This is an optimization exercise on Yosys and OpenROAD, whose aim is small area, a short achievable clock period and few clock cycles, not a production implementation.
The RTL was checked by simulation tests, not by an equivalence proof against the original design.
Power is estimated from default activity; no workload was simulated.

===== design.v =====
`timescale 1ns / 1ps
module RISC_V(
    input clk,
    input reset,
    output [31:0] imem_addr,
    input [31:0] imem_data,
    output [31:0] dmem_addr,
    output [31:0] dmem_wdata,
    output dmem_we,
    input [31:0] dmem_rdata
    );
    reg  [9:0]  pc;
    reg         d_valid;
    reg  [31:0] d_ins;
    reg  [9:0]  d_pc;
    reg         e_rw, e_mr, e_mw, e_br, e_pred;
    reg  [4:0]  e_rd;
    reg  [31:0] e_a, e_b, e_sd;
    reg  [9:0]  e_alt;
    reg         e_fa1, e_fa2, e_fb1, e_fb2, e_fs1, e_fs2;
    reg         e_sub, e_s_sum, e_s_slt, e_s_sltu, e_s_xor, e_s_or, e_s_and, e_s_sll, e_s_sr, e_arith;
    reg  [2:0]  e_f3;
    reg         m_rw, m_mr, m_mw;
    reg  [4:0]  m_rd;
    reg  [31:0] m_res, m_sd;
    reg         w_rw;
    reg  [4:0]  w_rd;
    reg  [31:0] w_val;
    reg  [31:0] rf [1:31];
    reg  [31:1] rf_ok;
    wire [6:0] op  = d_ins[6:0];
    wire [4:0] rd  = d_ins[11:7];
    wire [4:0] rs1 = d_ins[19:15];
    wire [4:0] rs2 = d_ins[24:20];
    wire [2:0] f3  = d_ins[14:12];
    wire is_r  = (op == 7'b0110011);
    wire is_i  = (op == 7'b0010011);
    wire is_lw = (op == 7'b0000011);
    wire is_sw = (op == 7'b0100011);
    wire is_br = (op == 7'b1100011);
    wire use1 = is_r | is_i | is_lw | is_sw | is_br;
    wire use2 = is_r | is_sw | is_br;
    wire wr   = (is_r | is_i | is_lw) & (rd != 5'd0);
    wire [31:0] imm_i = {{20{d_ins[31]}}, d_ins[31:20]};
    wire [31:0] imm_s = {{20{d_ins[31]}}, d_ins[31:25], d_ins[11:7]};
    wire [9:0]  off_b = {d_ins[7], d_ins[30:25], d_ins[11:9]};    
    wire [31:0] rd1 = (w_rw && w_rd == rs1) ? w_val : ((rs1 != 5'd0 && rf_ok[rs1]) ? rf[rs1] : 32'd0);
    wire [31:0] rd2 = (w_rw && w_rd == rs2) ? w_val : ((rs2 != 5'd0 && rf_ok[rs2]) ? rf[rs2] : 32'd0);
    wire stall = d_valid & e_mr & ((use1 & (e_rd == rs1)) | (use2 & (e_rd == rs2)));
    wire [9:0] br_tgt = d_pc + off_b;
    wire [9:0] pc_seq = d_pc + 10'd1;
    wire pred = is_br & d_ins[31];
    wire id_redirect = d_valid & pred & ~stall;
    wire alu_rr = is_r;
    wire alu_ri = is_i;
    wire alu_op = alu_rr | alu_ri;
    wire d_sub    = (alu_rr & f3 == 3'b000 & d_ins[30]) | (alu_op & f3[2:1] == 2'b01) | is_br;
    wire d_s_sum  = (alu_op & f3 == 3'b000) | is_lw | is_sw;
    wire d_s_slt  = alu_op & f3 == 3'b010;
    wire d_s_sltu = alu_op & f3 == 3'b011;
    wire d_s_xor  = alu_op & f3 == 3'b100;
    wire d_s_or   = alu_op & f3 == 3'b110;
    wire d_s_and  = alu_op & f3 == 3'b111;
    wire d_s_sll  = alu_op & f3 == 3'b001;
    wire d_s_sr   = alu_op & f3 == 3'b101;
    wire ex_fw  = e_rw;
    wire mem_fw = m_rw;
    wire fa1 = use1 & ex_fw & (e_rd == rs1);
    wire fa2 = use1 & ~fa1 & mem_fw & (m_rd == rs1);
    wire fs1 = use2 & ex_fw & (e_rd == rs2);
    wire fs2 = use2 & ~fs1 & mem_fw & (m_rd == rs2);
    wire bimm = is_i | is_lw | is_sw;
    wire [31:0] opa = e_fa1 ? m_res : e_fa2 ? w_val : e_a;
    wire [31:0] opb = e_fb1 ? m_res : e_fb2 ? w_val : e_b;
    wire [31:0] sdv = e_fs1 ? m_res : e_fs2 ? w_val : e_sd;
    wire [31:0] bx = opb ^ {32{e_sub}};
    wire [32:0] sum = {1'b0, opa} + {1'b0, bx} + {32'd0, e_sub};
    wire ltu = ~sum[32];
    wire lts = (opa[31] ^ opb[31]) ? opa[31] : sum[31];
    wire eq  = (opa == opb);
    wire [4:0]  sh = opb[4:0];
    wire [31:0] ra = {opa[0], opa[1], opa[2], opa[3], opa[4], opa[5], opa[6], opa[7],
                      opa[8], opa[9], opa[10], opa[11], opa[12], opa[13], opa[14], opa[15],
                      opa[16], opa[17], opa[18], opa[19], opa[20], opa[21], opa[22], opa[23],
                      opa[24], opa[25], opa[26], opa[27], opa[28], opa[29], opa[30], opa[31]};
    wire [31:0] shin = e_s_sll ? ra : opa;
    wire [63:0] shx = {{32{e_arith & opa[31]}}, shin} >> sh;
    wire [31:0] shr = shx[31:0];
    wire [31:0] shl = {shr[0], shr[1], shr[2], shr[3], shr[4], shr[5], shr[6], shr[7],
                       shr[8], shr[9], shr[10], shr[11], shr[12], shr[13], shr[14], shr[15],
                       shr[16], shr[17], shr[18], shr[19], shr[20], shr[21], shr[22], shr[23],
                       shr[24], shr[25], shr[26], shr[27], shr[28], shr[29], shr[30], shr[31]};
    wire [31:0] res = ({32{e_s_sum}}  & sum[31:0])
                    | ({32{e_s_slt}}  & {31'd0, lts})
                    | ({32{e_s_sltu}} & {31'd0, ltu})
                    | ({32{e_s_xor}}  & (opa ^ opb))
                    | ({32{e_s_or}}   & (opa | opb))
                    | ({32{e_s_and}}  & (opa & opb))
                    | ({32{e_s_sll}}  & shl)
                    | ({32{e_s_sr}}   & shr);
    wire taken = e_f3[2] ? ((e_f3[1] ? ltu : lts) ^ e_f3[0]) : (eq ^ e_f3[0]);
    wire mispredict = e_br & (taken ^ e_pred);
    assign imem_addr  = {20'd0, pc, 2'b00};
    assign dmem_addr  = m_res;
    assign dmem_wdata = m_sd;
    assign dmem_we    = m_mw;
    wire [31:0] m_val = m_mr ? dmem_rdata : m_res;
    always @(posedge clk or negedge reset) begin
        if (!reset) begin
            pc <= 10'd0;
            d_valid <= 1'b0;
            e_rw <= 1'b0; e_mr <= 1'b0; e_mw <= 1'b0; e_br <= 1'b0;
            m_rw <= 1'b0; m_mr <= 1'b0; m_mw <= 1'b0;
            w_rw <= 1'b0;
            rf_ok <= 31'd0;
        end else begin
            if (mispredict) pc <= e_alt;
            else if (stall) pc <= pc;
            else if (id_redirect) pc <= br_tgt;
            else pc <= pc + 10'd1;
            if (mispredict | id_redirect) d_valid <= 1'b0;
            else if (!stall) d_valid <= 1'b1;
            if (mispredict | stall | ~d_valid) begin
                e_rw <= 1'b0; e_mr <= 1'b0; e_mw <= 1'b0; e_br <= 1'b0;
            end else begin
                e_rw <= wr; e_mr <= is_lw; e_mw <= is_sw; e_br <= is_br;
            end
            m_rw <= e_rw; m_mr <= e_mr; m_mw <= e_mw;
            w_rw <= m_rw;
            if (w_rw) rf_ok[w_rd] <= 1'b1;
        end
    end
    always @(posedge clk) begin
        if (!stall) begin
            d_ins <= imem_data;
            d_pc  <= pc;
        end
        e_rd   <= rd;
        e_a    <= rd1;
        e_b    <= bimm ? (is_sw ? imm_s : imm_i) : rd2;
        e_sd   <= rd2;
        e_alt  <= pred ? pc_seq : br_tgt;
        e_pred <= pred;
        e_f3   <= f3;
        e_fa1  <= fa1; e_fa2 <= fa2;
        e_fb1  <= fs1 & ~bimm; e_fb2 <= fs2 & ~bimm;
        e_fs1  <= fs1; e_fs2 <= fs2;
        e_sub  <= d_sub;
        e_s_sum <= d_s_sum; e_s_slt <= d_s_slt; e_s_sltu <= d_s_sltu;
        e_s_xor <= d_s_xor; e_s_or <= d_s_or; e_s_and <= d_s_and;
        e_s_sll <= d_s_sll; e_s_sr <= d_s_sr;
        e_arith <= d_ins[30];
        m_rd  <= e_rd;
        m_res <= res;
        m_sd  <= sdv;
        w_rd  <= m_rd;
        w_val <= m_val;
        if (w_rw) rf[w_rd] <= w_val;
    end
endmodule

===== config.mk =====
export PLATFORM = sky130hd
export DESIGN_NAME = RISC_V
export DESIGN_NICKNAME = RISC_V
export VERILOG_FILES = /design/flow/design.v
export SDC_FILE = /design/flow/constraint.sdc
export NUM_CORES = 4
export LEC_CHECK = 0
export CAP_MARGIN = 20
export CORE_MARGIN = 2
export CORE_UTILIZATION = 30
export SLEW_MARGIN = 20

===== run.sh =====
#!/bin/bash
# synth_recipe.tcl (not shown) runs the flow's synth.tcl, then flattens the netlist and writes it again
# the make line also repeats each setting of config.mk as NAME=value (left out here)
make -C /OpenROAD-flow-scripts/flow DESIGN_CONFIG=/design/flow/config.mk WORK_HOME=/design/flow/orfs CLKGATE_MAP_FILE= SYNTH_SCRIPT=/design/flow/synth_recipe.tcl finish

===== constraint.sdc =====
create_clock -name core_clock -period 10.0 [get_ports {clk}]
set_input_delay 2.0000 -clock core_clock [delete_from_list [all_inputs] [get_ports {clk}]]
set_output_delay 2.0000 -clock core_clock [all_outputs]
set_load 0.01 [all_outputs]

==> run notes <==
-- stage by stage --
stage | instances | area (um^2) | hold slack [ns] | total power [uW]
2_1_floorplan | 4321 | 66000 | 0.3312 | 6949
3_3_place_gp | 7121 | 70790 | 0.3374 | 7335
3_5_place_dp | 7121 | 70800 | 0.3426 | 7343
4_1_cts | 7374 | 75250 | 0.3552 | 12440
5_1_grt | 7374 | 75260 | 0.3578 | 12740
6_report | 7377 | 75270 | 0.3525 | 12340
-- layer usage --
layer | track usage [%] | vias up | share of wire, %
met1 | 24.79 | 21400 | 41
met4 | 5.584 | 4 | 2.8
met3 | 3.379 | 315 | 9.1
li1 | - | 17220 | -
met2 | 29.06 | 2085 | 47
met5 | 0 | - | 0.010
-- area by class of cell --
cell class,count,area (um^2)
clock buffer,180,3750
inverter,102,382.9
antenna,3,7.507
multi-input combinational,2569,27280
timing repair buffer,248,2245
clock inverter,73,704.4
sequential,1331,37310
fill,20790,143800
tap,2871,3592
-- kinds of logic (layout without fill, tap and decap cells) --
| group | count (synthesis) | count (layout) | synth area share, % |
|---|---|---|---|
| flops | 1331 | 1331 | 56.50 |
| mux | 966 | 966 | 26.65 |
| compound gates | 599 | 599 | 5.434 |
| other cells | 1 | 25 | 0.005689 |
| buf+inv | 421 | 603 | 2.585 |
| xor+xnor | 118 | 118 | 1.568 |
| fa+ha+maj | 122 | 122 | 2.339 |
| simple gates | 742 | 742 | 4.916 |
-- power by group --
group	internal, uW	total (uW)	switching (uW)	leakage, uW
combinational	492	1090	597	0.0109
clock	2810	5110	2300	0.00218
sequential	6000	6140	137	0.0118
-- cell usage after synthesis (5+ instances only) --
cell and instances:
nor3_1 35, or3_1 7, nand2_1 291, dfrtp_1 50, buf_1 78, and2_1 7, mux2i_1 259, o21bai_1 17
mux4_2 621, xor2_1 41, a21oi_1 191, o21ai_0 214, a221oi_1 14, clkbuf_1 199, a211o_1 5, a21o_1 36
o221ai_1 6, nand4_1 11, nor2_1 266, nand2b_1 11, xnor2_1 77, dfxtp_1 247, o22ai_1 10, and3_1 12
buf_4 24, nor4_1 21, o21a_1 18, o211ai_1 14, nor2b_1 8, a221o_1 14, a22oi_1 6, nand3_1 41
o2111ai_1 7, buf_2 16, edfxtp_1 1034, inv_1 100, mux2_2 83, a31oi_1 12, ha_1 120
-- final timing paths --
check	startpoint	end	slack [ns]	cells past startpoint
max	e_fa2	pc[0]	4.66	14
min	e_mw	m_mw	0.35	0
max reg2reg	e_fa2	pc[0]	4.66	14
min reg2reg	e_mw	m_mw	0.35	0
max in group asynchronous	reset	m_mr	8.19	2
min in group asynchronous	reset	rf_ok[5]	1.32	2
-- state kept, by name, summed over array words and instances, names as in the netlist, 3 cells and up, named ones only --
signal / count
e_alt: 10
e_rd: 5
e_sd: 32
d_pc: 10
m_rd: 5
m_sd: 32
rf_ok: 31
rf: 992
pc: 10
m_res: 32
e_b: 32
e_f3: 3
w_rd: 5
d_ins: 32
w_val: 32
e_a: 32
-- cells in the final DEF (no fill, tap or decap), drive strengths merged, types with 41 or more instances in the layout --
| cell type | count |
|---|---|
| edfxtp | 1034 |
| mux4 | 621 |
| nand2 | 291 |
| nor2 | 266 |
| mux2i | 260 |
| dfxtp | 247 |
| o21ai | 217 |
| a21oi | 191 |
| clkbuf | 180 |
| clkdlybuf4s50 | 139 |
| ha | 120 |
| inv | 114 |
| buf | 109 |
| mux2 | 85 |
| xnor2 | 77 |
| clkinv | 55 |
| dfrtp | 50 |
| nand3 | 41 |
| xor2 | 41 |
-- critical path, stage by stage, from the launching register on --
cell,delay [ns]
dfxtp_2,0.31
buf_4,0.43
mux2_2,0.41
mux2i_1,0.50
inv_1,0.15
ha_1,0.46
nand4_1,0.21
nor3_1,0.47
nand4b_4,0.16
a21o_1,0.31
o41ai_1,0.48
nor4_1,0.09
o21ai_1,0.36
mux2_4,0.41
mux2_2,0.37
==> results by group <==
Outcome
  • Status: finished clean

Clock tree
  • CTS root buf: clkbuf_16
  • CTS tree: yes
  • H-Tree Level Count: 4
  • TritonCTS Buffers: 140
  • Clock sink count: 1331
  • Clk buf depth: 3
  • Clock transition at path regs: 0.06 ns
  • Hold-fix buffers, CTS: 0
  • Clock Latency Late Sink: 0.82 ns
  • Cts repair resizes: 0
  • Postcts setup bufs: 0

STA
  • Final setup TNS: 0 ns
  • Clock Skew: 0.04011 ns
  • Fmax: 0.1873 GHz
  • RSZ-0062 raised after global routing: false
  • Slew headroom: 24.86%
  • Final setup margin: 4.662 ns
  • Final setup fails: 0
  • Final period util: 53.38%
  • Max-slew violation count: 0
  • Final min period: 5.338 ns
  • Hold Fails Final Rpt: 0
  • Worst slew pin tran: 1.117 ns

Global routing
  • Total GRT Usage: 18.09%
  • First-pass GRT wire length: 294900 um
  • Initial antenna violation count: 7
  • Vias in the first global route: 40560
  • GRT overflow: 0
  • Largest net degree at the start of global routing: 105

Synthesis
  • Asr flop ratio synth: 3.757%
  • Top cell type's share of synthesized area: 47.10%
  • Synth Flop Type: edfxtp_1
  • Number of synthesized register bits: 1331
  • Synth area leaders: edfxtp_1 47%, mux4_2 21%, dfxtp_1 7.5%
  • Syn Area/Cell: 15.33 um^2
  • Synth area leader: edfxtp_1
  • Synth Instances: 4300
  • Synth unique cells: 80
  • Yosys warns: 1
  • Post-synth EDFFs: 1034
  • Seq/Total Area, Yosys: 56.50%
  • Synthesized area: 65920 um^2

Floorplan
  • Core Region: 219100 um^2
  • Io pins: 163
  • Width of the die: 472.7 um
  • Starting Density: 30.09%
  • Die height: 472.7 um
  • # rows: 172
  • Die area: 223500 um^2

Critical path
  • Crit end category: flop
  • Crit Path Category: reg -> reg
  • Crit path DAT: 6.01 ns
  • Largest driver fanout on the critical path: 32
  • CP required: 10.67 ns
  • CP Launch Type: flop

Cells and area
  • Final nets: 4580
  • Layout cells sized above 1: 24.49%
  • Fin util: 34.36%
  • Area Growth Syn to Fin: 14.19%

Power and ir drop
  • P per Cell Area: 163.9 nW/um^2
  • Worst IR Drop VDD: 0.0001328 V
  • P_leak: 0.02493 uW

Placement
  • Setup WS pre-CTS: 4.521 ns
  • Post-DP HPWL: 125100 um
  • Input/output buffers: 140
  • Routability cong.: 0.9389

Drt
  • Drt pass-1 iters: 5
  • Antenna Nets Post-Route: 0
  • Drt drc: 0
  • Vias/cell: 5.560
  • Avg WL per Cell: 27.91 um
  • Final wirelength: 205900 um
  • Via count: 41020
  • Iter 0 DRT Violations: 5510

Run
  • Max-Cap Viols: 0

Hold path
  • Hold crit path type: reg -> reg
Testbench counts, summed over its fixed seeds: cycles 23,858.

## separate check: timing with driven ports
In the flow no input, the clock included, has a driving cell. The finished layout below was timed again as built, in two steps.
Step 1 assumes that a clkbuf_16 drives the clock port and a buf_2 every other input.
Step 2 times the ports against the registers' clock, not the clock port: input delays grow and output delays shrink by t, the midpoint of the rising clock arrivals with the driver on.
Slacks: ideal / step 1 / step 2; pairs: ideal / step 1.
t, ns: 0.891
setup slack, ns: 4.662 / 4.662 / 4.662
clock arrival spread, ns: 0.052 / 0.051
cell pins on the clock port's net: 1
After both steps setup and hold are still met in this run. For this run, drivers alone change the setup slack by 0.000 ns; drivers and shift together by 0.000 ns.
